This is an optimization exercise on Yosys and OpenROAD, whose aim is small area and a short achievable clock period, not a production implementation. RTL that was checked went through simulation tests only; none was proved equivalent to the original. No functional check of the RTL was part of runs 2 to 4. Power figures rest on the tool's default switching activity, not on a simulated workload.

### flow/run.sh
#!/bin/bash
cp standard.sh standard_sh.log
export BUFFER_PORTS_ARGS="-buffer_cell sky130_fd_sc_hd__buf_1"
bash standard.sh > standard.log 2>&1
### standard.sh
#!/bin/bash
# synth_recipe.tcl (not shown) runs the flow's synth.tcl, then flattens the netlist and writes it again
# the make line also repeats each setting of config.mk as NAME=value (left out here)
make -C /OpenROAD-flow-scripts/flow DESIGN_CONFIG=/design/flow/config.mk WORK_HOME=/design/flow/orfs CLKGATE_MAP_FILE= SYNTH_SCRIPT=/design/flow/synth_recipe.tcl "${@:-finish}"
### config.mk
export PLATFORM = sky130hd
export DESIGN_NAME = mm2s_dds_modulator
export DESIGN_NICKNAME = mm2s_dds_modulator
export VERILOG_FILES = /design/flow/design.v
export SDC_FILE = /design/flow/constraint.sdc
export NUM_CORES = 4
export LEC_CHECK = 0
export CAP_MARGIN = 20
export CORE_MARGIN = 2
export CORE_UTILIZATION = 40
export CTS_CLUSTER_DIAMETER = 120
export CTS_CLUSTER_SIZE = 24
export SETUP_SLACK_MARGIN = 2.3
export SLEW_MARGIN = 20
### constraint.sdc
create_clock -name core_clock -period 5.5 [get_ports {S_AXI_CLK}]
set_input_delay 1.1000 -clock core_clock [delete_from_list [all_inputs] [get_ports {S_AXI_CLK}]]
set_output_delay 1.1000 -clock core_clock [all_outputs]
set_load 0.01 [all_outputs]
### design.v
package dds_modulator_pkg;
parameter FCLK_MHZ = 125;
parameter ENABLE_BIT = 0;
parameter DEBUG_BIT = 1;
parameter STATE_BITS = 3;    
parameter CONT_NO_MOD =     3'b?01;    
parameter CONT_MOD_FREC =   3'b111;
parameter CONT_MOD_PHASE =  3'b011;
parameter PULS_NO_MOD =     3'b?00;
parameter PULS_MOD_FREC =   3'b110;
parameter PULS_MOD_PHASE =  3'b010;
parameter PULS_NO_MOD_TB =     3'b000;
parameter CONT_NO_MOD_TB =  3'b001;    
parameter PERIOD_COUNTER_BITS = 15;
parameter PINC_BITS = 30;    
parameter BARKER_2 = 2'b10;
parameter BARKER_3 = 3'b110;
parameter BARKER_4 = 4'b1011;
parameter BARKER_5 = 5'b11101;
parameter BARKER_7 = 7'b1110010;
parameter BARKER_11 = 11'b11100010010;
parameter BARKER_13 = 13'b1111100110101;
parameter PHASE_OFFSET_180 = 536870911;
parameter MAX_DEBUG_PACKETS = 125000;
endpackage
`timescale 1ns / 1ps
module mm2s_dds_modulator(
    input wire          S_AXI_CLK,
    input wire          S_AXI_ARESETN,
    output wire         S_AXI_AWREADY,
    input wire   [31:0] S_AXI_AWADDR,
    input wire          S_AXI_AWVALID,
    output wire         S_AXI_WREADY,
    input wire   [31:0] S_AXI_WDATA,
    input wire   [3:0]  S_AXI_WSTRB,
    input wire          S_AXI_WVALID,
    input wire          S_AXI_BREADY,
    output wire  [1:0]  S_AXI_BRESP,
    output wire         S_AXI_BVALID,
    output wire         S_AXI_ARREADY,
    input wire   [31:0] S_AXI_ARADDR,
    input wire          S_AXI_ARVALID,
    input wire          S_AXI_RREADY,
    output wire  [31:0] S_AXI_RDATA,
    output wire  [1:0]  S_AXI_RRESP,
    output wire         S_AXI_RVALID,
    output wire dds_en_o,
    output wire [71:0] m_axis_modulation_tdata,
    output wire m_axis_modulation_tvalid,
    output wire m_axis_modulation_tlast,
    input wire m_axis_modulation_tready
);
    wire clk  = S_AXI_CLK;
    wire rstn = S_AXI_ARESETN;
    localparam [16:0] LFSR_LAST = 17'h1C742;
    reg w_data, w_resp;
    reg [2:0] widx;      
    always @(posedge clk) begin
        if (!rstn) begin
            w_data <= 1'b0;
            w_resp <= 1'b0;
        end else begin
            w_data <= w_data ? ~S_AXI_WVALID : (~w_resp & S_AXI_AWVALID);
            w_resp <= w_resp ? ~S_AXI_BREADY : (w_data & S_AXI_WVALID);
        end
    end
    assign S_AXI_AWREADY = ~(w_data | w_resp);
    assign S_AXI_WREADY  = w_data;
    assign S_AXI_BVALID  = w_resp;
    assign S_AXI_BRESP   = 2'b00;
    wire aw_bad = |S_AXI_AWADDR[1:0] | |S_AXI_AWADDR[7:5] | (S_AXI_AWADDR[4] & S_AXI_AWADDR[3]);
    always @(posedge clk)
        if (!w_data) widx <= aw_bad ? 3'd7 : S_AXI_AWADDR[4:2];
    wire wr = w_data & S_AXI_WVALID;
    wire we0 = wr & (widx == 3'd0);
    wire we1 = wr & (widx == 3'd1);
    wire we2 = wr & (widx == 3'd2);
    wire we3 = wr & (widx == 3'd3);
    wire we4 = wr & (widx == 3'd4);
    wire we5 = wr & (widx == 3'd5);
    reg [31:0] cfg0, cfg1, cfg2, cfg3, cfg4, cfg5;
    reg tlast_q;
    wire ld0 = rstn & we0, hd0 = rstn & ~we0;
    wire ld1 = rstn & we1, hd1 = rstn & ~we1;
    wire ld2 = rstn & we2, hd2 = rstn & ~we2;
    wire ld3 = rstn & we3, hd3 = rstn & ~we3;
    wire ld4 = rstn & we4, hd4 = rstn & ~we4;
    wire ld5 = rstn & we5, hd5 = rstn & ~we5;
    wire [31:0] wd = S_AXI_WDATA;
    wire [2:0]  sb_x   = we1 ? wd[2:0] : cfg1[2:0];
    wire [12:0] code_x = we5 ? wd[12:0] : cfg5[12:0];
    wire [31:0] cfg0_n;
    assign cfg0_n[0]    = (ld0 & wd[0]) | (hd0 & cfg0[0]);
    assign cfg0_n[1]    = !rstn ? 1'b0 : cfg0[1] ? ~tlast_q : (we0 & wd[1]);
    assign cfg0_n[31:2] = ({30{ld0}} & wd[31:2]) | ({30{hd0}} & cfg0[31:2]);
    wire [31:0] cfg1_n = {({29{ld1}} & wd[31:3]) | ({29{hd1}} & cfg1[31:3]), {3{rstn}} & sb_x};
    wire [31:0] cfg2_n = ({32{ld2}} & wd) | ({32{hd2}} & cfg2);
    wire [31:0] cfg3_n = ({32{ld3}} & wd) | ({32{hd3}} & cfg3);
    wire [31:0] cfg4_n = ({32{ld4}} & wd) | ({32{hd4}} & cfg4);
    wire [31:0] cfg5_n = {({19{ld5}} & wd[31:13]) | ({19{hd5}} & cfg5[31:13]), {13{rstn}} & code_x};
    always @(posedge clk) begin
        cfg0 <= cfg0_n;
        cfg1 <= cfg1_n;
        cfg2 <= cfg2_n;
        cfg3 <= cfg3_n;
        cfg4 <= cfg4_n;
        cfg5 <= cfg5_n;
    end
    reg r_valid;
    reg [31:0] rdata;
    always @(posedge clk) begin
        if (!rstn) r_valid <= 1'b0;
        else       r_valid <= r_valid ? ~S_AXI_RREADY : S_AXI_ARVALID;
    end
    assign S_AXI_ARREADY = ~r_valid;
    assign S_AXI_RVALID  = r_valid;
    assign S_AXI_RDATA   = rdata;
    assign S_AXI_RRESP   = 2'b00;
    wire ar_bad = |S_AXI_ARADDR[1:0] | |S_AXI_ARADDR[7:5];
    reg [31:0] rsel;
    always @(*) begin
        case (S_AXI_ARADDR[4:2])
            3'd0: rsel = cfg0;
            3'd1: rsel = cfg1;
            3'd2: rsel = cfg2;
            3'd3: rsel = cfg3;
            3'd4: rsel = cfg4;
            3'd5: rsel = cfg5;
            default: rsel = 32'd0;
        endcase
        if (ar_bad) rsel = 32'd0;
    end
    always @(posedge clk)
        if (!r_valid) rdata <= rsel;
    wire        en     = cfg0[0];
    wire        dbg    = cfg0[1];
    wire [2:0]  sb     = cfg1[2:0];
    wire [14:0] period = cfg2[14:0];
    wire [29:0] pinc   = cfg3[29:0];
    wire [29:0] phigh  = cfg4[29:0];
    wire [29:0] delta  = cfg5[29:0];
    wire [3:0]  bnum   = cfg5[31:28];
    reg  [14:0] pcnt;
    reg         ge_q;        
    reg         tz_q;        
    reg  [29:0] mcnt;
    reg  [3:0]  bcnt;
    reg         sel_m_q;     
    reg         sel_p_q;     
    reg         offset_q;    
    reg  [16:0] lfsr;
    wire pto_n = sb[0] | ~ge_q;             
    wire [14:0] pcnt_inc = pcnt + 15'd1;
    wire        p_clr  = !sb[0] && pcnt == period;
    wire        p_inc  = !sb[0] && en;
    wire [14:0] pcnt_x = p_clr ? 15'd0 : p_inc ? pcnt_inc : pcnt;
    wire [14:0] pcnt_n = {15{rstn}} & pcnt_x;
    wire [14:0] tau_w  = wd[30:16];
    wire        ge_hw, ge_iw;        
    dds_cmp_ge #(.W(15), .L(4)) u_ge_hw (.a(pcnt), .b(tau_w), .ge(ge_hw));
    dds_cmp_ge #(.W(15), .L(4)) u_ge_iw (.a(pcnt_inc), .b(tau_w), .ge(ge_iw));
    wire        ge_ir  = (&pcnt) ? tz_q : (ge_q | (pcnt_inc == cfg2[30:16]));
    wire        ge_w   = p_clr ? ~|tau_w : p_inc ? ge_iw : ge_hw;
    wire        ge_r   = p_clr ? tz_q : p_inc ? ge_ir : ge_q;
    wire        ge_x   = we2 ? ge_w : ge_r;
    wire        tz_n   = !rstn | (we2 ? ~|tau_w : tz_q);
    wire ge_n = !rstn | ge_x;
    wire        ramp  = sb[2] & sb[1];
    wire        run   = en & sb[1] & pto_n;
    wire        mcmp;
    dds_cmp_ge #(.W(30), .L(5)) u_mcmp (.a(mcnt), .b(phigh), .ge(mcmp));
    wire [29:0] mstart = ramp ? pinc : 30'd0;
    wire [29:0] msum;
    dds_add #(.W(30), .L(5)) u_madd (.a(mcnt), .b(sb[2] ? delta : 30'd1), .s(msum));
    wire [29:0] mcnt_n = (run && !mcmp) ? msum : mstart;
    wire        barker_en = ~sb[2] & sb[1] & pto_n;
    wire        bwrap     = (bcnt == bnum - 4'd1);
    wire [3:0]  bcnt_inc  = bcnt + 4'd1;
    wire        bstep     = run & mcmp;
    wire [3:0]  bcnt_n    = (!barker_en) ? 4'd0 : !bstep ? bcnt : bwrap ? 4'd0 : bcnt_inc;
    wire [15:0] code_n    = {3'b000, code_x};
    wire        code_hold = code_n[bcnt];
    wire        code_inc  = bwrap ? code_n[0] : code_n[bcnt_inc];
    wire        code_bit  = (!barker_en) ? code_n[0] : bstep ? code_inc : code_hold;
    wire        bmode_n   = ~sb_x[2] & sb_x[1];
    wire        offset_n  = bmode_n & ~code_bit;
    wire        pon_n  = sb_x[0] | ~ge_x;
    wire        ramp_n = sb_x[2] & sb_x[1];
    wire        cnt_go  = rstn & m_axis_modulation_tready & en & dbg & ~tlast_q;
    wire [16:0] lfsr_n  = cnt_go ? {lfsr[15:0], ~(lfsr[16] ^ lfsr[13])} : 17'd0;
    wire        tlast_n = cnt_go & (lfsr == LFSR_LAST);
    always @(posedge clk) begin
        pcnt     <= pcnt_n;
        ge_q     <= ge_n;
        tz_q     <= tz_n;
        mcnt     <= mcnt_n;
        bcnt     <= bcnt_n;
        offset_q <= offset_n;
        sel_m_q  <= ramp_n & pon_n;
        sel_p_q  <= ~ramp_n & pon_n;
        lfsr     <= lfsr_n;
        tlast_q  <= tlast_n;
    end
    assign dds_en_o = en;
    assign m_axis_modulation_tvalid = en & m_axis_modulation_tready;
    assign m_axis_modulation_tlast  = tlast_q;
    assign m_axis_modulation_tdata  = {7'b0, ~sb[0] & ge_q, 2'b00, 1'b0, {29{offset_q}}, 2'b00,
                                       ({30{sel_m_q}} & mcnt) | ({30{sel_p_q}} & pinc)};
endmodule
module dds_cmp_ge #(parameter W = 15, parameter L = 4) (
    input  [W-1:0] a,
    input  [W-1:0] b,
    output         ge
);
    localparam N = 1 << L;
    wire [N*(L+1)-1:0] gt, lt;
    genvar i, l;
    generate
        for (i = 0; i < N; i = i + 1) begin : lv0
            if (i < W) begin : leaf
                assign gt[i] = a[i] & ~b[i];
                assign lt[i] = ~a[i] & b[i];
            end else begin : pad
                assign gt[i] = 1'b0;
                assign lt[i] = 1'b0;
            end
        end
        for (l = 0; l < L; l = l + 1) begin : lv
            for (i = 0; i < N; i = i + 1) begin : nd
                if (i < (N >> (l + 1))) begin : node
                    assign gt[(l+1)*N + i] = gt[l*N + 2*i + 1] | (~lt[l*N + 2*i + 1] & gt[l*N + 2*i]);
                    assign lt[(l+1)*N + i] = lt[l*N + 2*i + 1] | (~gt[l*N + 2*i + 1] & lt[l*N + 2*i]);
                end else begin : unused
                    assign gt[(l+1)*N + i] = 1'b0;
                    assign lt[(l+1)*N + i] = 1'b0;
                end
            end
        end
    endgenerate
    assign ge = ~lt[L*N];
endmodule
module dds_add #(parameter W = 30, parameter L = 5) (
    input  [W-1:0] a,
    input  [W-1:0] b,
    output [W-1:0] s
);
    wire [W*(L+1)-1:0] g, p;
    genvar i, l;
    generate
        for (i = 0; i < W; i = i + 1) begin : lv0
            assign g[i] = a[i] & b[i];
            assign p[i] = a[i] ^ b[i];
        end
        for (l = 0; l < L; l = l + 1) begin : lv
            for (i = 0; i < W; i = i + 1) begin : nd
                if ((i >> l) & 1) begin : node
                    assign g[(l+1)*W + i] = g[l*W + i] | (p[l*W + i] & g[l*W + ((i >> l) << l) - 1]);
                    assign p[(l+1)*W + i] = p[l*W + i] & p[l*W + ((i >> l) << l) - 1];
                end else begin : pass
                    assign g[(l+1)*W + i] = g[l*W + i];
                    assign p[(l+1)*W + i] = p[l*W + i];
                end
            end
        end
    endgenerate
    assign s = p[W-1:0] ^ {g[L*W +: W-1], 1'b0};
endmodule
==> metrics.md, run 1 <==
| Metric | Value |
|---|---|
| Outcome | complete, no violations |
| PwrDens | 222 nW/µm² |
| CP Launch Type | register |
| Drt drc | 0 |
| Post-Route Skew | 0.0242 ns |
| Hold Buf Count CTS | 0 |
| Main synth FF type | dfxtp_1 |
| Hold depth | 1 |
| Commonest non-fill, non-tap cells in the layout | 314 x nand2_1, 259 x dfxtp_1, 155 x a21oi_1, 155 x buf_1, 99 x a22oi_1 |
| Number of warnings issued by yosys | 3 |
| Vias in the first global route | 13100 |
| CP Max Fanout | 11 |
| CP arrival | 3.60 ns |
| Share of cells above drive strength 1 | 5.33% |
| CP Capture Type | register |
| Core Area | 38700 µm² |
| Main combinational cell family by area after synthesis | compound AO/OA/AOI/OAI gates |
| Synth Area in Compound Gates | 21.9% |
| Most common cell after layout, fill and taps aside | nand2_1 |
| Initial antenna violation count | 1 |
| Synth Area in Simple Gates | 17.6% |
| Asr flop ratio synth | 0% |
| Sequential share of the synthesized area | 40.6% |
| Syn Area/Cell | 8.60 µm² |
| # IOs | 224 |
| Drt first pass iters | 6 |
| Final count of hold timing violations | 0 |
| Largest area contributor in the synthesized netlist | dfxtp_1 |
| CP Class | register to register |
| DIE WIDTH | 202 µm |
| Met3 usage | 3.32% |
| Reg area | 6410 µm² |
| Rows | 72 |
| Worst Hold Class | register to register |
| First-pass GRT wire length | 79300 µm |
| Post-synthesis xor/xnor area fraction | 4.56% |
| Reg2reg setup slack | 2.37 ns |
| Post-synthesis mux area share | 4.14% |
| Sink Count | ~300 |
| Max IR drop VDD | ~0.00017 V |
| Slew @ Worst Pin | 1.07 ns |
| GRT overflow | 0 |
| Lkg Pwr | 5.68 nW |
| Worst Hold End | lfsr[11] |
| FF-to-FF End | mcnt[29] |
| Post-route cell area | 17000 µm² |
| WL/cell | 21.8 µm |
| Largest cells by area after synthesis | dfxtp_1 34%, nand2_1 7.5%, edfxtp_1 6.7% |
| RR Startpoint | cfg1[2] |
| Power, Total | around 3.8 mW |
| Via Count | 13900 |
| Post-layout util | between 40% and 50% |
| Cells after Synth | 1833 |
| DRT Wirelength | 52200 µm |
| FMAX | 319 MHz |
| Placement Cell Area | 16400 µm² |
| Pin count of the biggest net entering global routing | 92 |
| Synthesized area | 15800 µm² |
| Adder-cell share of the synthesized area | 4.29% |
| Filler cell count in the final layout | 3895 |
| RD Place Congestion | ~0.9 |
| Initial Utilization | 40.7% |
| R2R cell count | 12 |
| Worst-Skew Late Latency | 0.53 ns |
| Htree depth | 1 |
| Dpl hpwl | 34900 µm |
| Vias per inst | 5.81 |
| RSZ-0062 raised after global routing | yes |
| CTS buffer count | 16 |
| Root Buffer | clkbuf_16 |
| Tcrit/Tclk final | between 50% and 60% |
| Die height | 202 µm |
| Hold Path Origin | lfsr[10] |
| Yosys cell types | 78 |
| IO Port Bufs | 155 |
| Worst rel slew slack | 28.4% |
| Yosys top cell area share | roughly 34% |
| P&R area growth vs syn | 7.94% |
| Seq cells post-synth | 302 |
| Final Max Tran Viols | 0 |
| Clk buf depth | 3 |
| Total of max-cap violations | 0 |
| Final worst path period need | between 3 and 4 ns |
| Antenna Nets Post-Route | 0 |
| Setup violations, final | 0 |
| GR Util met2 | 40.4% |
| Reg clk slew, reported paths | about 0.11 ns |
| Area of the multi-input gates | roughly 8500 µm² |
| Most Used Layer, Global Route | met2 |
| Final net count | 2012 |
| GR Util All Layers | about a quarter |
| Iteration-0 DRC Markers | 1018 |
| EDFF count, synth | 35 |
| Die footprint | 41000 µm² |
| Critical Path RT | 5.97 ns |
| TNS Setup | 0 ns |
| CTS tree | yes |
| Met1 GRT Util | about a third |
## how the worst max path moves through the flow
stage                     depth (start not counted)    start  endpoint
after floorplan                                  14  cfg1[2]  mcnt[29]
after global placement                           11  cfg1[2]  mcnt[29]
after detailed placement                         11  cfg1[2]  mcnt[29]
after CTS                                        13  cfg5[0]  mcnt[29]
after global routing                              9  pcnt[6]      ge_q
final                                            12  cfg1[2]  mcnt[29]
## metal layers
layer	part of all wire, %	vias to the layer above
li1	-	6526
met1	43	6736
met2	46	577
met3	7.8	80
met4	2.8	0
met5	0	-
## sequential cells by signal, indices dropped and copies added, names as in the netlist
register  count
sel_p_q       1
cfg4         32
tz_q          1
sel_m_q       1
cfg0         32
mcnt         30
pcnt         15
bcnt          4
cfg5         32
cfg2         32
cfg1         32
w_resp        1
ge_q          1
lfsr         17
cfg3         32
offset_q      1
tlast_q       1
r_valid       1
rdata        32
w_data        1
widx          3
## critical path, stage by stage (launching register included)
cell	delay, ns
dfxtp_4	0.39
buf_12	0.15
nand2_1	0.08
fa_2	0.39
nand2b_4	0.15
a21o_1	0.21
a31o_4	0.25
o21a_4	0.24
o21ai_4	0.20
a211oi_4	0.11
or4_1	0.55
o211ai_1	0.16
mux2_4	0.20
## cells by family after synthesis
| kind of cell | Yosys count |
|---|---|
| AOI/OAI and AO/OA | 502 |
| xor gates and xnor gates | 82 |
| adders and majority gates | 54 |
| buffers and inverters | 236 |
| DFF | 302 |
| muxes | 59 |
| other | 1 |
| and+or+nand+nor | 597 |
## synthesized netlist by cell type, types with 5 or more instances
cell type and number:
nand2b_1 24, nand4_1 10, fa_1 5, a221oi_1 6, nand3_1 24, or3_1 10, o211ai_1 9, buf_2 14
inv_1 55, a31oi_1 38, edfxtp_1 35, nor2_1 68, clkbuf_1 114, a211oi_1 6, nand2_1 316, o21a_1 5
nor3_1 20, o21ai_0 25, maj3_1 12, a22o_1 95, and2_1 48, ha_1 31, a21o_1 9, maj3_2 6
a21oi_1 156, dfxtp_1 267, o31ai_1 10, xor2_1 32, o221ai_1 6, and3_1 11, xnor2_1 50, nor2b_1 24
and4_1 5, a22oi_1 99, buf_4 46, nor4_1 12, mux2i_1 52
## report_power, final
part	total [mW]	leakage [nW]	internal [mW]	switching, mW
clock	1.34	0.224	0.581	0.764
sequential	2.25	2.54	2.24	0.00611
combinational	0.183	2.92	0.0358	0.148
## through the flow
step	std cells	hold slack (ns)	setup WS, ns
after global placement	2364	0.430	1.68
after CTS	2391	0.453	2.25
final	2394	0.448	2.37
after detailed placement	2364	0.425	1.66
after floorplan	1848	0.405	2.47
after global routing	2393	0.467	2.28
## repair_timing
| action | in CTS | in global routing |
|---|---|---|
| pin swaps | 0 | 6 |
| gates resized for setup | 11 | 20 |
| setup endpoints to repair | 16 | 34 |
| setup buffers | 2 | 2 |
## layout make-up
| class | instances | share of cell area [%] |
|---|---|---|
| clock buffers | 24 | 2.66 |
| multi-input cells | 1310 | 49.8 |
| clock inverters | 1 | 0.0662 |
| flip-flops and latches | 302 | 37.7 |
| inverters | 58 | 1.29 |
| well taps | 518 | 3.81 |
| repair buffers | 180 | 4.64 |
| diodes | 1 | 0.0147 |
==> inputs of run 2 (changes only) <==
--- a/design.v
+++ b/design.v
@@ -170,8 +170,10 @@
     wire        mcmp;
     dds_cmp_ge #(.W(30), .L(5)) u_mcmp (.a(mcnt), .b(phigh), .ge(mcmp));
     wire [29:0] mstart = ramp ? pinc : 30'd0;
-    wire [29:0] msum;
-    dds_add #(.W(30), .L(5)) u_madd (.a(mcnt), .b(sb[2] ? delta : 30'd1), .s(msum));
+    wire [29:0] msum_d, msum_1;
+    dds_add #(.W(30), .L(5)) u_madd (.a(mcnt), .b(delta), .s(msum_d));
+    assign msum_1 = mcnt + 30'd1;
+    wire [29:0] msum = sb[2] ? msum_d : msum_1;
     wire [29:0] mcnt_n = (run && !mcmp) ? msum : mstart;
     wire        barker_en = ~sb[2] & sb[1] & pto_n;
     wire        bwrap     = (bcnt == bnum - 4'd1);
--- a/config.mk
+++ b/config.mk
@@ -10,5 +10,5 @@
 export CORE_UTILIZATION = 40
 export CTS_CLUSTER_DIAMETER = 120
 export CTS_CLUSTER_SIZE = 24
-export SETUP_SLACK_MARGIN = 2.3
+export SETUP_SLACK_MARGIN = 2.5
 export SLEW_MARGIN = 20
==> run 2 against run 1 <==
Net effect:
- clock power rose by 4%
- combinational power fell by 5%
- sequential power barely moved
- area after synthesis rose by 3.1%
- count of clock-buffer cells in the layout did not move
- wire length rose by 6.2%
- flip-flop and latch count did not move
- sequential share of layout area fell by 1.7 points
- die area rose by 3.0%
- maximum frequency rose by 5.6%
- largest cell class unchanged
- largest power group unchanged
==> metrics.md, run 2 <==
| Metric | Value |
|---|---|
| Outcome | complete, no violations |
| Delay-heaviest family, CP | adder cells |
| Iteration-0 DRC Markers | 1575 (+55%) |
| # IOs | 224 (unchanged) |
| Max IR drop VDD | 0.000174 V (+2.3%) |
| RSZ-0062 raised after global routing | yes |
| Vias per inst | 5.93 (+1.9%) |
| CP Buf/Inv Count | 1 (unchanged) |
| CP Max Fanout | 4 (-7) |
| Sink Count | 302 (unchanged) |
| CTS buffer count | 17 (+1) |
| CP Launch Type | register |
| Sequential share of the synthesized area | 39.4% (-1.2 points) |
| Dpl hpwl | 38400 µm (+10%) |
| Most common cell after layout, fill and taps aside | nand2_1 |
| Initial antenna violation count | 2 (+1) |
| Htree depth | 1 (unchanged) |
| Power, Total | 3.81 mW (+0.95%) |
| Post-layout util | 44.9% (+0.99 points) |
| Yosys cell types | 79 (+1.3%) |
| Clk buf depth | 3 (unchanged) |
| CP Capture Type | register |
| Final worst path period need | 2.96 ns (-0.166 ns) |
| PwrDens | 213 nW/µm² (-4.2%) |
| Die footprint | 42200 µm² (+3.0%) |
| Initial Utilization | 40.7% (about the same) |
| GRT overflow | 0 (unchanged) |
| Final worst slack | 2.54 ns (+0.166 ns) |
| Largest area contributor in the synthesized netlist | dfxtp_1 |
| NetSw | 0.941 mW (+2.5%) |
| Clock power share | 36.6% (+1.0 points) |
| Worst Hold Slack | 0.441 ns (-0.00676 ns) |
| Main synth FF type | dfxtp_1 |
| Placement Cell Area | 16900 µm² (+3.2%) |
| First-pass GRT wire length | 84500 µm (+6.5%) |
| Combinational power share | 4.5% (-0.4 points) |
| IO Port Bufs | 155 (unchanged) |
| Critical Path RT | 5.95 ns (-0.02 ns) |
| Final count of hold timing violations | 0 (unchanged) |
| Tcrit/Tclk final | 53.9% (-3.0 points) |
| TNS Setup | 0 ns (unchanged) |
| Antenna Nets Post-Route | 0 (unchanged) |
| Syn Area/Cell | 8.41 µm² (-2.1%) |
| Synth top cells by count | 318 x nand2_1, 267 x dfxtp_1, 185 x a21oi_1 |
| Vias in the first global route | 13800 (+5.0%) |
| Drt drc | 0 (unchanged) |
| CP max stage delay | 0.50 ns (-0.05 ns) |
| DRT Wirelength | 55500 µm (+6.2%) |
| DIE WIDTH | 205 µm (+1.5%) |
| Number of warnings issued by yosys | 3 (unchanged) |
| CP arrival | 3.42 ns (-0.18 ns) |
| Asr flop ratio synth | 0% (unchanged) |
| Cells after Synth | 1930 (+5.3%) |
| Lkg Pwr | 5.90 nW (+3.8%) |
| Internal Power | 2.87 mW (+0.44%) |
| Root Buffer | clkbuf_16 |
| Synthesized area | 16200 µm² (+3.1%) |
| Yosys top cell area share | 32.9% (-1.0 points) |
| Via Count | 15000 (+7.4%) |
| Post-route cell area | 17900 µm² (+5.4%) |
| Placed cell count | 2472 (+4.6%) |
| Core Area | 39900 µm² (+3.0%) |
| GR Util All Layers | 25.8% (+0.98 points) |
| Sequential power share | 58.9% (-0.6 points) |
| Pin count of the biggest net entering global routing | 97 (+5.4%) |
| Seq cells post-synth | 302 (unchanged) |
| Commonest non-fill, non-tap cells in the layout | 316 x nand2_1, 248 x dfxtp_1, 181 x a21oi_1 |
| P&R area growth vs syn | 10.3% |
| Pre-CTS setup slack | 1.66 ns (-0.00666 ns) |
| Drt first pass iters | 5 (-1) |
| Most used cell, CP | maj3_2 |
| Slowest cell on crit path | or4b_4 |
| CTS tree | yes |
| Count leader, synth | nand2_1 |
| CP Class | register to register |
| Worst-Skew Late Latency | 0.52 ns (about the same) |
| Setup violations, final | 0 (unchanged) |
| Rows | 73 (+1.4%) |
| Die height | 205 µm (+1.5%) |
| WL/cell | 22.0 µm (+0.76%) |
| Worst rel slew slack | 26.0% (-2.5 points) |
| Total of max-cap violations | 0 (unchanged) |
| RD Place Congestion | 0.902 (-0.22%) |
| Slew @ Worst Pin | 1.11 ns (+0.0369 ns) |
| Worst path cell trace | nor2b_4 -> maj3_2 -> maj3_2 -> maj3_2 -> or4b_4 -> a21oi_4 -> buf_6 -> o21ai_4 -> a2111o_1 -> a21oi_2 |
| Final net count | 2133 (+6.0%) |
| Worst Hold Class | register to register |
| Post-Route Skew | 0.0339 ns (+0.00975 ns) |
| Share of cells above drive strength 1 | 8.01% (+2.7 points) |
| Largest cells by area after synthesis | dfxtp_1 33%, nand2_1 7.3%, edfxtp_1 6.5% |
| Sw Ratio | 24.7% (+0.38 points) |
| FMAX | 337 MHz (+5.6%) |
| Final Max Tran Viols | 0 (unchanged) |
| Reg clk slew, reported paths | 0.10 ns (about the same) |
| EDFF count, synth | 35 (unchanged) |
| Final Instance Count excl. Fillers | 2523 (+5.4%) |
-- run 2: cell types whose count changed after synthesis, moves of 7 or more --
cell,delta
mux2i_1,-7
and2_1,-25
a31oi_1,+10
nand4_1,+10
nand3_1,+7
xnor2_1,+30
o21ai_0,+12
a21oi_1,+29
clkbuf_1,+7
nor2_1,+31
buf_1,+7
buf_2,-14
-- run 2: worst paths after layout --
path,start,endpoint,slack (ns),cells past startpoint
max reg2reg,cfg4[12],bcnt[1],2.54,10
min,lfsr[5],lfsr[6],0.44,1
max,cfg4[12],bcnt[1],2.54,10
min reg2reg,lfsr[5],lfsr[6],0.44,1
-- run 2: routing by layer --
metal	GRT usage, %	vias up	part of all wire [%]
met2	39.5	728	44
met1	37.5	7177	45
met3	3.99	71	8.9
met4	6.68	2	2.2
li1	-	6972	-
met5	0	-	0.023
-- run 2: final cells by class --
| class | instances | area [µm²] |
|---|---|---|
| fillers | 3899 | 22000 |
| multi-input cells | 1413 | 9070 |
| flip-flops and latches | 302 | 6440 |
| repair buffers | 202 | 1040 |
| well taps | 525 | 657 |
| clock buffers | 24 | 452 |
| inverters | 52 | 198 |
| clock inverters | 4 | 46.3 |
| diodes | 1 | 2.50 |
-- run 2: cell families (layout without fill, tap and decap cells) --
kind of cell / Yosys count / after routing / synth area share, %
simple gates: 625 / 625 / 17.6
compound gates: 559 / 559 / 23.2
flops: 302 / 302 / 39.4
buf+inv: 230 / 282 / 6.49
xor+xnor: 108 / 108 / 5.82
fa+ha+maj: 54 / 54 / 4.15
mux: 51 / 51 / 3.33
other cells: 1 / 17 / 0.0231
-- run 2: timing repair --
action                     in CTS  in global routing
setup buffers                  12                  7
resized for setup              48                 45
pin swaps                      12                 11
setup endpoints to repair      36                 37
cloned                          2                  1
hold buffers                    0                  0
-- run 2: power groups by stage --
stage               clock [mW]  sequential, mW  combinational [mW]
finish                    1.39            2.24               0.173
detailed placement           0            2.30               0.168
global placement             0            2.30               0.167
floorplan                    0            2.31              0.0864
global route              1.50            2.25               0.184
CTS                       1.42            2.25               0.169
==> inputs of run 3 (changes only) <==
--- a/design.v
+++ b/design.v
@@ -170,10 +170,8 @@
     wire        mcmp;
     dds_cmp_ge #(.W(30), .L(5)) u_mcmp (.a(mcnt), .b(phigh), .ge(mcmp));
     wire [29:0] mstart = ramp ? pinc : 30'd0;
-    wire [29:0] msum_d, msum_1;
-    dds_add #(.W(30), .L(5)) u_madd (.a(mcnt), .b(delta), .s(msum_d));
-    assign msum_1 = mcnt + 30'd1;
-    wire [29:0] msum = sb[2] ? msum_d : msum_1;
+    wire [29:0] msum;
+    dds_add #(.W(30), .L(5)) u_madd (.a(mcnt), .b(sb[2] ? delta : 30'd1), .s(msum));
     wire [29:0] mcnt_n = (run && !mcmp) ? msum : mstart;
     wire        barker_en = ~sb[2] & sb[1] & pto_n;
     wire        bwrap     = (bcnt == bnum - 4'd1);
@@ -181,9 +179,7 @@
     wire        bstep     = run & mcmp;
     wire [3:0]  bcnt_n    = (!barker_en) ? 4'd0 : !bstep ? bcnt : bwrap ? 4'd0 : bcnt_inc;
     wire [15:0] code_n    = {3'b000, code_x};
-    wire        code_hold = code_n[bcnt];
-    wire        code_inc  = bwrap ? code_n[0] : code_n[bcnt_inc];
-    wire        code_bit  = (!barker_en) ? code_n[0] : bstep ? code_inc : code_hold;
+    wire        code_bit  = code_n[bcnt_n];
     wire        bmode_n   = ~sb_x[2] & sb_x[1];
     wire        offset_n  = bmode_n & ~code_bit;
     wire        pon_n  = sb_x[0] | ~ge_x;
==> run 3 against run 2 <==
Net effect:
- still clean
- maximum frequency decreased by 6.5%
- non-clock buffer count increased by 14
- wire length decreased by 6.3%
- die area decreased by 4.0%
- area after synthesis decreased by 4.1%
- register-to-register slack got worse by 0.21 ns
- clock power decreased by 3%
- first-iteration DRC count decreased by 21%
- combinational power increased by 8%
==> metrics.md, run 3 <==
| Metric | Value |
|---|---|
| Tcrit/Tclk final | 57.7% (+3.8 points) |
| Syn Area/Cell | 8.78 µm² (+4.3%) |
| Drt first pass iters | 5 (unchanged) |
| RSZ-0062 raised after global routing | yes |
| Outcome | complete, no violations |
| Core Area | 38600 µm² (-3.4%) |
| Slowest cell on crit path | dfxtp_4 |
| PwrDens | 216 nW/µm² (+1.3%) |
| Cells after Synth | 1775 (-8.0%) |
| EDFF count, synth | 35 (unchanged) |
| Antenna Cells | 0 (-1) |
| Slew @ Worst Pin | 0.998 ns (-0.113 ns) |
| Clk buf depth | 3 (unchanged) |
| Reg clk slew, reported paths | 0.10 ns (about the same) |
| Drt drc | 0 (unchanged) |
| # IOs | 224 (unchanged) |
| Cell depth of the worst setup path | 15 (+5) |
| Synth Area in Simple Gates | 17.4% (-0.17 points) |
| Adder-cell share of the synthesized area | 4.23% (+0.080 points) |
| CTS buffer count | 16 (-1) |
| Initial Utilization | 40.4% (-0.29 points) |
| Hold depth | 1 (unchanged) |
| Main combinational cell family by area after synthesis | compound AO/OA/AOI/OAI gates |
| Commonest non-fill, non-tap cells in the layout | 285 x nand2_1, 238 x dfxtp_1, 149 x buf_1 |
| CTS tree | yes |
| Main synth FF type | dfxtp_1 |
| Max IR drop VDD | 0.000164 V (-5.6%) |
| Die footprint | 40500 µm² (-4.0%) |
| Vias in the first global route | 12900 (-6.6%) |
| Yosys top cell area share | 34.3% (+1.4 points) |
| Critical Path RT | 5.90 ns (-0.05 ns) |
| WL/cell | 21.9 µm (-0.30%) |
| Worst Hold Class | register to register |
| Seq cells post-synth | 302 (unchanged) |
| Total of max-cap violations | 0 (unchanged) |
| Asr flop ratio synth | 0% (unchanged) |
| Reg2reg setup slack | 2.33 ns (-0.21 ns) |
| Lkg Pwr | 5.85 nW (-0.83%) |
| Share of cells above drive strength 1 | 11.4% (+3.4 points) |
| Crit path from | cfg1[2] |
| Final worst slack | 2.33 ns (-0.207 ns) |
| GRT overflow | 0 (unchanged) |
| Final Max Tran Viols | 0 (unchanged) |
| Yosys cell types | 82 (+3.8%) |
| GR Util All Layers | 24.6% (-1.1 points) |
| Synth Area in Compound Gates | 24.9% (+1.7 points) |
| CP Buf/Inv Count | 2 (+1) |
| DIE WIDTH | 201 µm (-2.0%) |
| Via Count | 13700 (-8.6%) |
| Antenna Nets Post-Route | 0 (unchanged) |
| Dpl hpwl | 34300 µm (-11%) |
| FMAX | 315 MHz (-6.5%) |
| First-pass GRT wire length | 78200 µm (-7.4%) |
| Final net count | 1989 (-6.8%) |
| RR Startpoint | cfg1[2] |
| P&R area growth vs syn | 12.7% |
| Sequential share of the synthesized area | 41.1% (+1.7 points) |
| Worst-Skew Late Latency | 0.53 ns (about the same) |
| Initial antenna violation count | 0 (-2) |
| Post-synthesis mux area share | 0.867% (-2.5 points) |
| Root Buffer | clkbuf_16 |
| Largest area contributor in the synthesized netlist | dfxtp_1 |
| Final count of hold timing violations | 0 (unchanged) |
| Worst path cell trace | buf_12 -> and2_4 -> ha_4 -> nor2b_4 -> o21a_1 -> o21ai_2 -> a21oi_2 -> o311a_4 -> a31oi_4 -> o21ai_4 -> buf_6 -> a311oi_4 -> o21bai_1 -> xnor2_1 -> o21ai_1 |
| Rows | 72 (-1.4%) |
| RD Place Congestion | 0.892 (-1.2%) |
| Iteration-0 DRC Markers | 1252 (-21%) |
| Pre-CTS setup slack | 1.64 ns (-0.0159 ns) |
| CP Capture Type | register |
| Delay-heaviest family, CP | compound AO/OA/AOI/OAI gates |
| CP max stage delay | 0.39 ns (-0.11 ns) |
| IO Port Bufs | 155 (unchanged) |
| Post-synthesis xor/xnor area fraction | 4.78% (-1.0 points) |
| Worst rel slew slack | 33.5% (+7.5 points) |
| Htree depth | 1 (unchanged) |
| R2R cell count | 15 (+5) |
| Largest cells by area after synthesis | dfxtp_1 34%, nand2_1 6.9%, edfxtp_1 6.7% |
| Filler cell count in the final layout | 3834 (-1.7%) |
| TNS Setup | 0 ns (unchanged) |
| CP endpoint | mcnt[27] |
| CP Launch Type | register |
| Sink Count | 302 (unchanged) |
| Vias per inst | 5.76 (-2.8%) |
| Number of warnings issued by yosys | 3 (unchanged) |
| Final worst path period need | 3.17 ns (+0.207 ns) |
| Die height | 201 µm (-2.0%) |
| Count leader, synth | nand2_1 |
| CP Max Fanout | 7 (+3) |
| Synthesized area | 15600 µm² (-4.1%) |
| Synth top cells by count | 286 x nand2_1, 267 x dfxtp_1, 128 x clkbuf_1 |
| Pin count of the biggest net entering global routing | 87 (-10%) |
| Post-Route Skew | 0.0236 ns (-0.0104 ns) |
| Setup violations, final | 0 (unchanged) |
| DRT Wirelength | 52000 µm (-6.3%) |
| FF-to-FF End | mcnt[27] |
| Most common cell after layout, fill and taps aside | nand2_1 |
| CP Class | register to register |
| Hold Buf Count CTS | 0 (unchanged) |
| CP arrival | 3.58 ns (+0.16 ns) |
-- run 3: changes by cell type in the layout (fill, tap and decap cells not counted), moves of 13 or more --
cell      before  now
xnor2_1       80   56
o21ai_1        1   14
nand2_1      316  285
nor2_1        92   42
a21boi_0       5  114
and2_1        21   50
mux2i_1       44   12
dfxtp_2        9   23
buf_4         38   53
a21oi_1      181   26
nor2b_1       18   31
-- run 3: worst reg2reg max path: stages, from the launching register on --
cell      delay [ns]
dfxtp_4         0.39
buf_12          0.14
and2_4          0.14
ha_4            0.20
nor2b_4         0.11
o21a_1          0.20
o21ai_2         0.17
a21oi_2         0.11
o311a_4         0.35
a31oi_4         0.30
o21ai_4         0.11
buf_6           0.14
a311oi_4        0.30
o21bai_1        0.13
xnor2_1         0.17
o21ai_1         0.09
-- run 3: per-layer routing --
layer / global-route usage, % / part of all wire (%) / vias to the layer above
li1: - / - / 6373
met1: 34.6 / 45 / 6709
met2: 39.7 / 45 / 511
met3: 3.89 / 7.7 / 65
met4: 5.57 / 2.1 / 0
met5: 0 / 0 / -
-- run 3: kinds of logic (layout without fill, tap and decap cells) --
logic type | Yosys count | count (layout)
multiplexers | 13 | 13
AO/OA/AOI/OAI | 526 | 526
AND/OR/NAND/NOR | 565 | 565
other | 1 | 16
adder cells (fa/ha/maj) | 53 | 53
flip-flops | 302 | 302
XOR/XNOR | 85 | 85
buffers and inverters | 230 | 293
-- run 3: where the power goes --
part           internal [mW]  switching (mW)
Combinational         0.0460           0.141
Clock                  0.584           0.767
Sequential              2.24         0.00664
Total                   2.87           0.915
-- run 3: worst min-delay path by stage --
stage,start,endpoint,slack [ns]
finish,lfsr[11],lfsr[12],0.45
detailed placement,lfsr[10],lfsr[11],0.44
floorplan,lfsr[9],lfsr[10],0.40
CTS,lfsr[11],lfsr[12],0.46
global placement,lfsr[9],lfsr[10],0.43
global route,lfsr[12],lfsr[13],0.48
-- run 3: cell type report --
cell class / instances / area (µm²) / area share, %
Inverter: 51 / 191 / 1.09
Multi-Input combinational cell: 1258 / 8680 / 49.4
Sequential cell: 302 / 6450 / 36.7
Timing Repair Buffer: 216 / 1120 / 6.39
Clock inverter: 1 / 11.3 / 0.0642
Clock buffer: 25 / 455 / 2.59
Tap cell: 518 / 648 / 3.69
-- run 3: stage by stage --
| step | cell area, µm² | total power, mW | std cells | hold WS (ns) | util [%] |
|---|---|---|---|---|---|
| after detailed placement | 16300 | 2.48 | 2306 | 0.438 | 42.2 |
| after global placement | 16300 | 2.48 | 2306 | 0.433 | 42.2 |
| after CTS | 17200 | 3.79 | 2359 | 0.461 | 44.7 |
| after floorplan | 15700 | 2.40 | 1790 | 0.405 | - |
| final | 17600 | 3.78 | 2371 | 0.453 | 45.5 |
| after global routing | 17600 | 3.88 | 2371 | 0.477 | 45.5 |
-- run 3: repair_timing --
action / CTS / global route
pin swaps: 32 / 32
resized for setup: 68 / 66
buffers inserted: 26 / 12
gates cloned: 1 / 0
endpoints found under the setup margin: 46 / 33
==> inputs of run 4 (changes only) <==
==> flow/run.sh (replaced) <==
#!/bin/bash
set -e
HERE=$(pwd)
mkdir -p "$HERE/scripts_alt"
for f in "$FLOW_HOME"/scripts/*; do ln -sf "$f" "$HERE/scripts_alt/"; done
rm -f "$HERE/scripts_alt/abc_speed.script"
cp "$HERE/flow/abc_speed.script" "$HERE/scripts_alt/abc_speed.script"
export SCRIPTS_DIR="$HERE/scripts_alt"
export BUFFER_PORTS_ARGS="-buffer_cell sky130_fd_sc_hd__buf_1"
cp standard.sh standard_sh.log
bash standard.sh > standard.log 2>&1
==> flow/abc_speed.script (new file) <==
&get -n
&st
&dch
&nf
&put
buffer -c
topo
stime -c
upsize -c
dnsize -c
==> run 4 against run 3 <==
Net effect:
- still clean
- area after synthesis is 8.1% lower
- non-clock buffer count down 11
- count of clock-buffer cells in the layout grew 1
- die area decreased by 8.0%
- clock skew up 0.0066 ns
- critical path depth decreased by 4
==> metrics.md, run 4 <==
| Metric | Value |
|---|---|
| Seq cells post-synth | 302 (unchanged) |
| Cells after Synth | 1483 (-16%) |
| GR Util All Layers | 25.0% (+0.38 points) |
| Post-Route Skew | 0.0302 ns (+0.00663 ns) |
| FMAX | 302 MHz (-4.2%) |
| Number of warnings issued by yosys | 3 (unchanged) |
| Dpl hpwl | 31100 µm (-9.4%) |
| Syn Area/Cell | 9.65 µm² (+10%) |
| Final net count | 1711 (-14%) |
| Reg area | 6440 µm² (-0.16%) |
| Vias per inst | 6.04 (+4.9%) |
| CTS tree | yes |
| Synthesized area | 14300 µm² (-8.1%) |
| Outcome | complete, no violations |
| Drt drc | 0 (unchanged) |
| Final worst path period need | 3.31 ns (+0.138 ns) |
| Commonest non-fill, non-tap cells in the layout | 248 x dfxtp_1, 204 x a22o_1, 151 x buf_1 |
| Area of the multi-input gates | 7590 µm² (-13%) |
| RD Place Congestion | 0.884 (-0.92%) |
| Iteration-0 DRC Markers | 1195 (-4.6%) |
| Power, Total | 3.77 mW (-0.23%) |
| CP arrival | 3.70 ns (+0.12 ns) |
| Worst-Skew Late Latency | 0.53 ns (about the same) |
| Largest area contributor in the synthesized netlist | dfxtp_1 |
| GRT overflow | 0 (unchanged) |
| Core Area | 35400 µm² (-8.2%) |
| Largest cells by area after synthesis | dfxtp_1 37%, a22o_1 12%, edfxtp_1 7.3% |
| Htree depth | 1 (unchanged) |
| DIE WIDTH | 193 µm (-4.1%) |
| Final Max Tran Viols | 0 (unchanged) |
| CP Capture Type | register |
| Reg clk slew, reported paths | 0.11 ns (about the same) |
| DRT Wirelength | 47500 µm (-8.7%) |
| Synth top cells by count | 267 x dfxtp_1, 204 x a22o_1, 104 x clkbuf_1 |
| Root Buffer | clkbuf_16 |
| Total of max-cap violations | 0 (unchanged) |
| Die footprint | 37300 µm² (-8.0%) |
| Clk buf depth | 3 (unchanged) |
| Max IR drop VDD | 0.000228 V (+39%) |
| Antenna Nets Post-Route | 0 (unchanged) |
| Crit path from | mcnt[7] |
| CTS buffer count | 16 (unchanged) |
| RR Startpoint | mcnt[7] |
| Vias in the first global route | 11400 (-12%) |
| Hold Path Origin | lfsr[14] |
| CP Class | register to register |
| Via Count | 12300 (-9.9%) |
| Filler cell count in the final layout | 3357 (-12%) |
| Lkg Pwr | 5.74 nW (-1.8%) |
| # IOs | 224 (unchanged) |
| Worst rel slew slack | 33.7% (+0.28 points) |
| IO Port Bufs | 155 (unchanged) |
| Count leader, synth | dfxtp_1 |
| Pin count of the biggest net entering global routing | 61 (-30%) |
| Main synth FF type | dfxtp_1 |
| Sink Count | 302 (unchanged) |
| Final count of hold timing violations | 0 (unchanged) |
| Pre-CTS setup slack | 1.62 ns (-0.0185 ns) |
| Yosys cell types | 77 (-6.1%) |
| Drt first pass iters | 5 (unchanged) |
| PwrDens | 232 nW/µm² (+7.6%) |
| Share of cells above drive strength 1 | 12.5% (+1.1 points) |
| P&R area growth vs syn | 13.7% |
| First-pass GRT wire length | 71000 µm (-9.2%) |
| RSZ-0062 raised after global routing | yes |
| Asr flop ratio synth | 0% (unchanged) |
| Die height | 193 µm (-4.1%) |
| WL/cell | 23.3 µm (+6.3%) |
| Worst Hold Class | register to register |
| Most common cell after layout, fill and taps aside | dfxtp_1 |
| Yosys top cell area share | 37.3% (+3.0 points) |
| Initial antenna violation count | 2 (+2) |
| Slew @ Worst Pin | 0.993 ns (-0.00520 ns) |
| Setup violations, final | 0 (unchanged) |
| Initial Utilization | 40.4% (about the same) |
| Rows | 69 (-4.2%) |
| TNS Setup | 0 ns (unchanged) |
| EDFF count, synth | 35 (unchanged) |
| Critical Path RT | 5.89 ns (about the same) |
| CP Launch Type | register |
| Final worst slack | 2.19 ns (-0.138 ns) |
| CP Max Fanout | 5 (-2) |
| Sequential share of the synthesized area | 44.7% (+3.6 points) |
| Antenna Cells | 0 (unchanged) |
| Tcrit/Tclk final | 60.2% (+2.5 points) |
## run 4: repair_timing
action,CTS,global route
setup endpoints to repair,48,17
buffers inserted,15,12
hold buffers,0,0
resized for setup,71,59
pin swaps,34,34
## run 4: path summary, 6_finish.rpt
check / end / slack (ns) / cells after the start
hold / removal: lfsr[15] / 0.45 / 1
setup reg to reg: offset_q / 2.19 / 11
hold reg to reg: lfsr[15] / 0.45 / 1
setup / recovery: offset_q / 2.19 / 11
## run 4: critical path: stages, from the launching register on
cell and delay (ns):
dfxtp_2 0.35, nand2b_4 0.16, a31oi_4 0.21, and3b_2 0.23, a311oi_4 0.06, o311a_1 0.43
o211a_1 0.31, a211o_4 0.37, a311o_1 0.31, or4_1 0.52, o21ai_1 0.11, a211oi_2 0.12
## run 4: final cells by class
class / count / area share, %
Multi-Input combinational cell: 991 / 46.6
Sequential cell: 302 / 39.6
Timing Repair Buffer: 205 / 6.10
Tap cell: 461 / 3.54
Clock buffer: 26 / 2.88
Inverter: 51 / 1.21
Clock inverter: 1 / 0.0538
## run 4: cell families after synthesis
| family | synth area share, % |
|---|---|
| compound gates | 26.6 |
| simple gates | 12.3 |
| flops | 44.7 |
| buf+inv | 6.62 |
| xor+xnor | 4.65 |
| fa+ha+maj | 3.91 |
| mux | 1.26 |
| other cells | 0.0262 |
## run 4: stage by stage
step / util, % / hold WS, ns / instances / area, µm²
after floorplan: - / 0.420 / 1498 / 14400
after global placement: 42.5 / 0.433 / 1983 / 15000
after detailed placement: 42.5 / 0.434 / 1983 / 15000
after CTS: 45.0 / 0.459 / 2025 / 15900
after global routing: 46.0 / 0.478 / 2037 / 16300
final: 46.0 / 0.454 / 2037 / 16300
## run 4: routing by layer
metal  routed length [µm]  global-route usage [%]  vias to the layer above
met1                21900                    36.6                     6061
met5                   27                       0                        -
met3                 3560                    3.19                       76
met2                21000                    39.1                      527
li1                     -                       -                     5641
met4                 1000                    6.00                        4
## run 4: power by group
part	switching [mW]	internal, mW	total [mW]
clock network	0.747	0.597	1.34
registers	0.00755	2.24	2.25
logic	0.148	0.0355	0.184
==> inputs of run 5 (changes only) <==
--- a/design.v
+++ b/design.v
@@ -179,7 +179,9 @@
     wire        bstep     = run & mcmp;
     wire [3:0]  bcnt_n    = (!barker_en) ? 4'd0 : !bstep ? bcnt : bwrap ? 4'd0 : bcnt_inc;
     wire [15:0] code_n    = {3'b000, code_x};
-    wire        code_bit  = code_n[bcnt_n];
+    wire        code_hold = code_n[bcnt];
+    wire        code_inc  = bwrap ? code_n[0] : code_n[bcnt_inc];
+    wire        code_bit  = (!barker_en) ? code_n[0] : bstep ? code_inc : code_hold;
     wire        bmode_n   = ~sb_x[2] & sb_x[1];
     wire        offset_n  = bmode_n & ~code_bit;
     wire        pon_n  = sb_x[0] | ~ge_x;
==> run 5 against run 4 <==
Net effect:
- cell area decreased by 0.63%
- register-to-register slack improved by 0.30 ns
- flip-flop and latch count unchanged
- first-iteration DRC count decreased by 2.2%
- core utilization decreased by 0.73 points
- combinational power about the same
- clock power about the same
- final cell count unchanged
- largest cell class unchanged
==> metrics.md, run 5 <==
| Metric | Value |
|---|---|
| # IOs | 224 (unchanged) |
| DIE WIDTH | 195 µm (+0.93%) |
| Worst Hold Class | register to register |
| WL/cell | 23.0 µm (-1.3%) |
| Root Buffer | clkbuf_16 |
| Initial Utilization | 40.8% (+0.37 points) |
| Pre-CTS setup slack | 1.59 ns (-0.0314 ns) |
| Final count of hold timing violations | 0 (unchanged) |
| Tcrit/Tclk final | 54.7% (-5.5 points) |
| Via Count | 12300 (-0.47%) |
| Synth Area in Compound Gates | 25.6% (-0.99 points) |
| Post-synthesis xor/xnor area fraction | 4.61% (-0.044 points) |
| Clock power share | 35.5% (about the same) |
| Critical Path RT | 5.89 ns (about the same) |
| Yosys top cell area share | 36.6% (-0.70 points) |
| Hold Buf Count CTS | 0 (unchanged) |
| Final worst path period need | 3.01 ns (-0.303 ns) |
| Worst Hold Slack | 0.443 ns (-0.0102 ns) |
| Sink Count | 302 (unchanged) |
| TNS Setup | 0 ns (unchanged) |
| Antenna Nets Post-Route | 0 (unchanged) |
| Total of max-cap violations | 0 (unchanged) |
| First-pass GRT wire length | 71000 µm (about the same) |
| CP Capture Type | register |
| Internal Power | 2.86 mW (-0.37%) |
| Outcome | complete, no violations |
| GR Util All Layers | 24.1% (-0.94 points) |
| Rows | 69 (unchanged) |
| CP Max Fanout | 7 (+2) |
| Iteration-0 DRC Markers | 1169 (-2.2%) |
| NetSw | 0.906 mW (+0.36%) |
| Yosys cell types | 69 (-10%) |
| Commonest non-fill, non-tap cells in the layout | 253 x dfxtp_1, 205 x a22o_1, 152 x buf_1 |
| Reg2reg setup slack | 2.49 ns (+0.30 ns) |
| FF-to-FF End | mcnt[25] |
| Most common cell after layout, fill and taps aside | dfxtp_1 |
| Count leader, synth | dfxtp_1 |
| Sequential share of the synthesized area | 43.9% (-0.84 points) |
| Drt drc | 0 (unchanged) |
| Final worst slack | 2.49 ns (+0.303 ns) |
| CP arrival | 3.40 ns (-0.30 ns) |
| Sw Ratio | 24.1% (+0.13 points) |
| Final Max Tran Viols | 0 (unchanged) |
| IO Port Bufs | 155 (unchanged) |
| P&R area growth vs syn | 10.9% |
| Largest area contributor in the synthesized netlist | dfxtp_1 |
| R2R cell count | 15 (+4) |
| Dpl hpwl | 31000 µm (-0.36%) |
| Main combinational cell family by area after synthesis | compound AO/OA/AOI/OAI gates |
| Post-synthesis mux area share | 2.51% (+1.3 points) |
| Number of warnings issued by yosys | 3 (unchanged) |
| Die height | 195 µm (+0.93%) |
| Setup violations, final | 0 (unchanged) |
| Drt first pass iters | 5 (unchanged) |
| Largest cells by area after synthesis | dfxtp_1 37%, a22o_1 12%, edfxtp_1 7.2% |
| CP Launch Type | register |
| Syn Area/Cell | 9.72 µm² (+0.75%) |
| Worst-Skew Late Latency | 0.53 ns (about the same) |
| CP Class | register to register |
| Adder-cell share of the synthesized area | 3.97% (+0.064 points) |
| CTS buffer count | 16 (unchanged) |
| Lkg Pwr | 5.64 nW (-1.8%) |
| Max IR drop VDD | 0.000194 V (-15%) |
| Combinational power share | 4.8% (about the same) |
| Asr flop ratio synth | 0% (unchanged) |
| CP endpoint | mcnt[25] |
| Pin count of the biggest net entering global routing | 41 (-33%) |
| Htree depth | 1 (unchanged) |
| DRT Wirelength | 46800 µm (-1.3%) |
| Worst rel slew slack | 26.9% (-6.9 points) |
| Vias per inst | 6.01 (-0.47%) |
| Cells after Synth | 1500 (+1.1%) |
| Die footprint | 38000 µm² (+1.9%) |
| EDFF count, synth | 35 (unchanged) |
| Sequential power share | 59.7% (+0.2 points) |
| Synth Area in Simple Gates | 12.9% (+0.68 points) |
| Synth top cells by count | 267 x dfxtp_1, 205 x a22o_1, 103 x clkbuf_1 |
| Clk buf depth | 3 (unchanged) |
| FMAX | 333 MHz (+10%) |
| Vias in the first global route | 11600 (+1.6%) |
| Slew @ Worst Pin | 1.09 ns (+0.102 ns) |
| Post-Route Skew | 0.0385 ns (+0.00832 ns) |
| Share of cells above drive strength 1 | 9.21% (-3.3 points) |
| PwrDens | 233 nW/µm² (+0.44%) |
| GRT overflow | 0 (unchanged) |
| RD Place Congestion | 0.872 (-1.3%) |
| RR Startpoint | cfg1[2] |
| Crit path from | cfg1[2] |
| Seq cells post-synth | 302 (unchanged) |
| CTS tree | yes |
| Core Area | 35700 µm² (+0.98%) |
| Final net count | 1709 (-0.12%) |
| RSZ-0062 raised after global routing | yes |
| Final Instance Count excl. Fillers | 2037 (unchanged) |
| Main synth FF type | dfxtp_1 |
| Initial antenna violation count | 5 (+3) |
| Synthesized area | 14600 µm² (+1.9%) |
| Reg clk slew, reported paths | 0.11 ns (about the same) |
| Placed cell count | 1990 (+0.35%) |
## run 5: changes by cell type after synthesis, sizes merged, moves of 5 or more
cell	previous run	this run
buf	50	58
and4	1	7
inv	50	41
mux4	0	5
nor2b	19	27
## run 5: how the worst min path moves through the flow
stage,start,end,slack (ns),depth (start not counted)
after floorplan,lfsr[12],lfsr[13],0.42,1
after global placement,lfsr[11],lfsr[12],0.43,1
after detailed placement,lfsr[10],lfsr[11],0.44,1
after CTS,lfsr[14],lfsr[15],0.45,1
after global routing,lfsr[14],lfsr[15],0.47,1
final,lfsr[14],lfsr[15],0.44,1
## run 5: logic make-up after synthesis
group,count (synthesis)
flip-flops,302
adder cells (fa/ha/maj),45
XOR/XNOR,75
multiplexers,30
AND/OR/NAND/NOR,356
other,1
buffers and inverters,202
AO/OA/AOI/OAI,489
## run 5: routing by layer
metal	wire length (µm)	global-route usage, %	part of all wire (%)	vias up
met5	36	0	0.077	-
met4	1520	8.91	3.2	6
met3	3700	4.06	7.9	77
met2	20000	35.7	43	474
met1	21600	35.0	46	6006
li1	-	-	-	5688
## run 5: critical path, cell delays in order (launching register included)
cell	delay, ns
dfxtp_4	0.40
nand2b_1	0.09
ha_1	0.14
inv_1	0.05
fa_2	0.37
o21ai_4	0.23
a21oi_4	0.10
o211ai_1	0.18
buf_4	0.16
a31oi_4	0.11
o41a_1	0.47
buf_4	0.20
nor2b_1	0.10
nor2_1	0.05
xor2_1	0.14
o21ai_1	0.07
## run 5: power groups by stage
stage | Sequential (mW) | Combinational (mW) | Clock [mW]
finish | 2.25 | 0.182 | 1.34
global route | 2.25 | 0.192 | 1.43
CTS | 2.25 | 0.178 | 1.36
detailed placement | 2.30 | 0.177 | 0
global placement | 2.30 | 0.175 | 0
floorplan | 2.31 | 0.0866 | 0
## run 5: cell type report
cell class                      instances  area (µm²)
Tap cell                              461         577
Multi-Input combinational cell       1011        7640
Fill cell                            3500       19600
Antenna cell                            2        5.00
Sequential cell                       302        6430
Inverter                               41         154
Clock inverter                          1        11.3
Clock buffer                           26         459
Timing Repair Buffer                  193         895
## run 5: metrics by stage
step	cell area, µm²	power [mW]	util, %
6_report	16200	3.77	45.2
5_1_grt	16200	3.87	45.2
4_1_cts	16000	3.79	44.8
3_5_place_dp	15300	2.48	42.8
3_3_place_gp	15300	2.48	42.8
2_1_floorplan	14700	2.40	-
## run 5: what timing repair did
action | in CTS | in global routing
resized for setup | 32 | 31
cloned | 0 | 0
endpoints found under the hold margin | 0 | 0
pin swaps | 10 | 6
buffers inserted | 15 | 2
setup endpoints to repair | 44 | 34
==> inputs of run 6 (changes only) <==
==> flow/abc_speed.script (replaced) <==
&get -n
&st
&dc2
&dch
&nf
&put
buffer -c
topo
stime -c
upsize -c
dnsize -c
==> run 6 against run 5 <==
Net effect:
- still clean
- total power up 0.47%
- worst setup slack worse by 0.27 ns
- die area down 0.42%
- maximum frequency down 8.1%
- largest cell class unchanged
- largest power group unchanged
- highest routed layer unchanged
==> metrics.md, run 6 <==
| Metric | Value |
|---|---|
| CP Class | register to register |
| Main synth FF type | dfxtp_1 |
| Final count of hold timing violations | 0 (unchanged) |
| Synth Area in Compound Gates | 28.6% (+3.0 points) |
| RSZ-0062 raised after global routing | yes |
| CP Buf/Inv Count | 1 (-2) |
| Die footprint | 37800 µm² (-0.42%) |
| Final worst path period need | 3.27 ns (+0.265 ns) |
| Share of cells above drive strength 1 | 13.1% (+3.9 points) |
| IO Port Bufs | 155 (unchanged) |
| Delay-heaviest family, CP | compound AO/OA/AOI/OAI gates |
| Lkg Pwr | 5.90 nW (+4.7%) |
| DIE WIDTH | 195 µm (-0.21%) |
| Dpl hpwl | 32500 µm (+4.8%) |
| Largest cells by area after synthesis | dfxtp_1 37%, a22o_1 12%, edfxtp_1 7.2% |
| Antenna Nets Post-Route | 0 (unchanged) |
| Final Max Tran Viols | 0 (unchanged) |
| Slew @ Worst Pin | 0.935 ns (-0.160 ns) |
| CP max stage delay | 0.37 ns (-0.10 ns) |
| Post-layout util | 46.5% (+1.3 points) |
| Vias per inst | 6.10 (+1.4%) |
| Worst rel slew slack | 37.7% (+11 points) |
| Initial antenna violation count | 3 (-2) |
| Post-route cell area | 16600 µm² (+2.5%) |
| CP Launch Type | register |
| Setup violations, final | 0 (unchanged) |
| Initial Utilization | 40.7% (-0.077 points) |
| Worst path cell trace | nand2b_4 -> ha_4 -> inv_2 -> fa_2 -> nor2b_4 -> o21ai_2 -> a21boi_1 -> o21a_1 -> o21ai_2 -> a211oi_2 -> o211ai_2 -> a21o_4 -> a21oi_4 -> o2111ai_2 -> a31o_2 -> a32o_1 |
| GR Util All Layers | 25.1% (+1.0 points) |
| Post-Route Skew | 0.0223 ns (-0.0162 ns) |
| Outcome | complete, no violations |
| Htree depth | 1 (unchanged) |
| Synthesized area | 14500 µm² (-0.43%) |
| CP Max Fanout | 4 (-3) |
| Power, Total | 3.78 mW (+0.47%) |
| R2R cell count | 16 (+1) |
| WL/cell | 24.0 µm (+4.3%) |
| Total of max-cap violations | 0 (unchanged) |
| Hold Path Origin | lfsr[11] |
| P&R area growth vs syn | 14.2% |
| Critical Path RT | 5.91 ns (+0.02 ns) |
| Adder-cell share of the synthesized area | 3.91% (-0.060 points) |
| Die height | 195 µm (-0.21%) |
| Main combinational cell family by area after synthesis | compound AO/OA/AOI/OAI gates |
| Clk buf depth | 3 (unchanged) |
| Most used cell, CP | o21ai_2 |
| Sink Count | 302 (unchanged) |
| Post-synthesis mux area share | 1.21% (-1.3 points) |
| Worst-Skew Late Latency | 0.52 ns (about the same) |
| Drt first pass iters | 5 (unchanged) |
| Largest area contributor in the synthesized netlist | dfxtp_1 |
| Filler cell count in the final layout | 3392 (-3.1%) |
| Drt drc | 0 (unchanged) |
| PwrDens | 228 nW/µm² (-2.0%) |
| Via Count | 12700 (+3.5%) |
| Most common cell after layout, fill and taps aside | dfxtp_1 |
| GRT overflow | 0 (unchanged) |
| Hold Buf Count CTS | 0 (unchanged) |
| Vias in the first global route | 11800 (+1.8%) |
| Tcrit/Tclk final | 59.5% (+4.8 points) |
| Worst Hold Slack | 0.451 ns (+0.00737 ns) |
| TNS Setup | 0 ns (unchanged) |
| Asr flop ratio synth | 0% (unchanged) |
| Crit path from | cfg5[0] |
| Count leader, synth | dfxtp_1 |
| Core Area | 35700 µm² (-0.24%) |
| DRT Wirelength | 49800 µm (+6.3%) |
| RR Startpoint | cfg5[0] |
| Slowest cell on crit path | fa_2 |
| Iteration-0 DRC Markers | 1288 (+10%) |
| First-pass GRT wire length | 73500 µm (+3.5%) |
| Reg clk slew, reported paths | 0.11 ns (about the same) |
| Worst Hold Class | register to register |
| Sequential share of the synthesized area | 44.0% (+0.19 points) |
| Reg2reg setup slack | 2.23 ns (-0.27 ns) |
| CTS buffer count | 16 (unchanged) |
| Yosys cell types | 79 (+14%) |
| Cell depth of the worst setup path | 16 (+1) |
| RD Place Congestion | 0.882 (+1.1%) |
| Pin count of the biggest net entering global routing | 34 (-17%) |
| Root Buffer | clkbuf_16 |
| CP arrival | 3.68 ns (+0.28 ns) |
| Max IR drop VDD | 0.000150 V (-23%) |
| CP Capture Type | register |
| Cells after Synth | 1517 (+1.1%) |
| CTS tree | yes |
| Placement Cell Area | 15200 µm² (-0.24%) |
| Hold depth | 1 (unchanged) |
| Rows | 69 (unchanged) |
| Syn Area/Cell | 9.57 µm² (-1.5%) |
| Yosys top cell area share | 36.8% (+0.16 points) |
| Final net count | 1752 (+2.5%) |
| Commonest non-fill, non-tap cells in the layout | 255 x dfxtp_1, 206 x a22o_1, 145 x buf_1 |
| FMAX | 306 MHz (-8.1%) |
| Synth Area in Simple Gates | 12.8% (-0.12 points) |
| EDFF count, synth | 35 (unchanged) |
| Seq cells post-synth | 302 (unchanged) |
| Post-synthesis xor/xnor area fraction | 2.69% (-1.9 points) |
| Number of warnings issued by yosys | 3 (unchanged) |
| Synth top cells by count | 267 x dfxtp_1, 206 x a22o_1, 97 x clkbuf_1, 97 x nand2_1, 72 x nor2_1 |
| # IOs | 224 (unchanged) |
## run 6: cell count changes after synthesis, moves of 8 or more
| cell | delta |
|---|---|
| o22ai_1 | +14 |
| xor2_1 | -14 |
| nor3_1 | +8 |
| nand2_1 | +26 |
| o21ai_0 | -15 |
| mux2i_1 | -9 |
| inv_1 | +14 |
| a21oi_1 | +10 |
| xnor2_1 | -21 |
| nand3_1 | -25 |
## run 6: final timing paths
| path | end |
|---|---|
| hold reg to reg | lfsr[12] |
| hold / removal | lfsr[12] |
| setup / recovery | mcnt[29] |
| setup reg to reg | mcnt[29] |
## run 6: worst reg2reg max path, cell delays in order (launching register included)
cell and delay (ns):
dfxtp_2 0.35, nand2b_4 0.13, ha_4 0.12, inv_2 0.03
fa_2 0.37, nor2b_4 0.12, o21ai_2 0.07, a21boi_1 0.15
o21a_1 0.21, o21ai_2 0.09, a211oi_2 0.30, o211ai_2 0.16
a21o_4 0.28, a21oi_4 0.19, o2111ai_2 0.15, a31o_2 0.23
a32o_1 0.20
## run 6: logic make-up (layout without fill, tap and decap cells)
kind of cell               count (synthesis)  in the layout
adders and majority gates                 44             44
buffers and inverters                    210            292
and+or+nand+nor                          366            368
AOI/OAI and AO/OA                        535            535
muxes                                     17             17
other                                      1             17
xor gates and xnor gates                  42             42
DFF                                      302            302
## run 6: where the power goes
group	internal [mW]	total, mW	switching [mW]
sequential	2.24	2.25	0.00727
combinational	0.0357	0.183	0.147
clock	0.608	1.35	0.745
total	2.88	3.78	0.899
## run 6: metal layers
layer	wire length (µm)	global-route usage, %
met5	27	0
met1	22200	35.7
met3	4600	5.52
met4	1110	6.44
met2	21800	38.3
## run 6: stage by stage
step / cells / setup slack, ns
6_report: 2078 / 2.23
5_1_grt: 2077 / 2.10
3_5_place_dp: 2018 / 1.61
4_1_cts: 2059 / 2.23
2_1_floorplan: 1532 / 2.45
3_3_place_gp: 2018 / 1.61
## run 6: final cells by class
type,instances,area (µm²),area share (%)
Inverter,57,214,1.29
Tap cell,461,577,3.48
Clock buffer,25,477,2.88
Clock inverter,1,8.76,0.0528
Antenna cell,1,2.50,0.0151
Multi-Input combinational cell,1022,7770,46.9
Timing Repair Buffer,209,1110,6.70
Sequential cell,302,6420,38.7
## run 6: what timing repair did
action	in CTS	in global routing
resized for setup	43	100
setup endpoints to repair	34	37
cloned	1	3
setup buffers	14	15
pin swaps	20	50

-- static timing again, ports no longer ideal --
In the flow no input, the clock included, has a driving cell. The finished layouts below were timed again as built, in two steps. Step 1: set_driving_cell puts a clkbuf_16 on S_AXI_CLK and a buf_2 on each other input, an assumption about the parent block. Step 2 moves the port delays by t, midway between the first and last clock arrival at a register: inputs arrive t later, outputs are due t later. That takes back most of the time a late clock gives input paths. a / b / c = ideal / step 1 / step 2; a / b = the first two.
| run | t, ns | slack for setup (ns) | cell pins on the clock port's net |
|---|---|---|---|
| run 1 | 0.570 | 2.370 / 2.347 / 1.857 | 1 |
| run 2 | 0.555 | 2.535 / 2.535 / 2.086 | 1 |
| run 3 | 0.578 | 2.328 / 2.328 / 2.035 | 1 |
| run 4 | 0.567 | 2.190 / 2.190 / 1.766 | 1 |
| run 5 | 0.562 | 2.493 / 2.493 / 1.976 | 1 |
| run 6 | 0.560 | 2.227 / 2.227 / 2.090 | 1 |
After both steps every run listed still meets setup and hold. The setup slack of run 5, which loses most, moves by 0.000 ns with the drivers and by -0.517 ns with both steps.
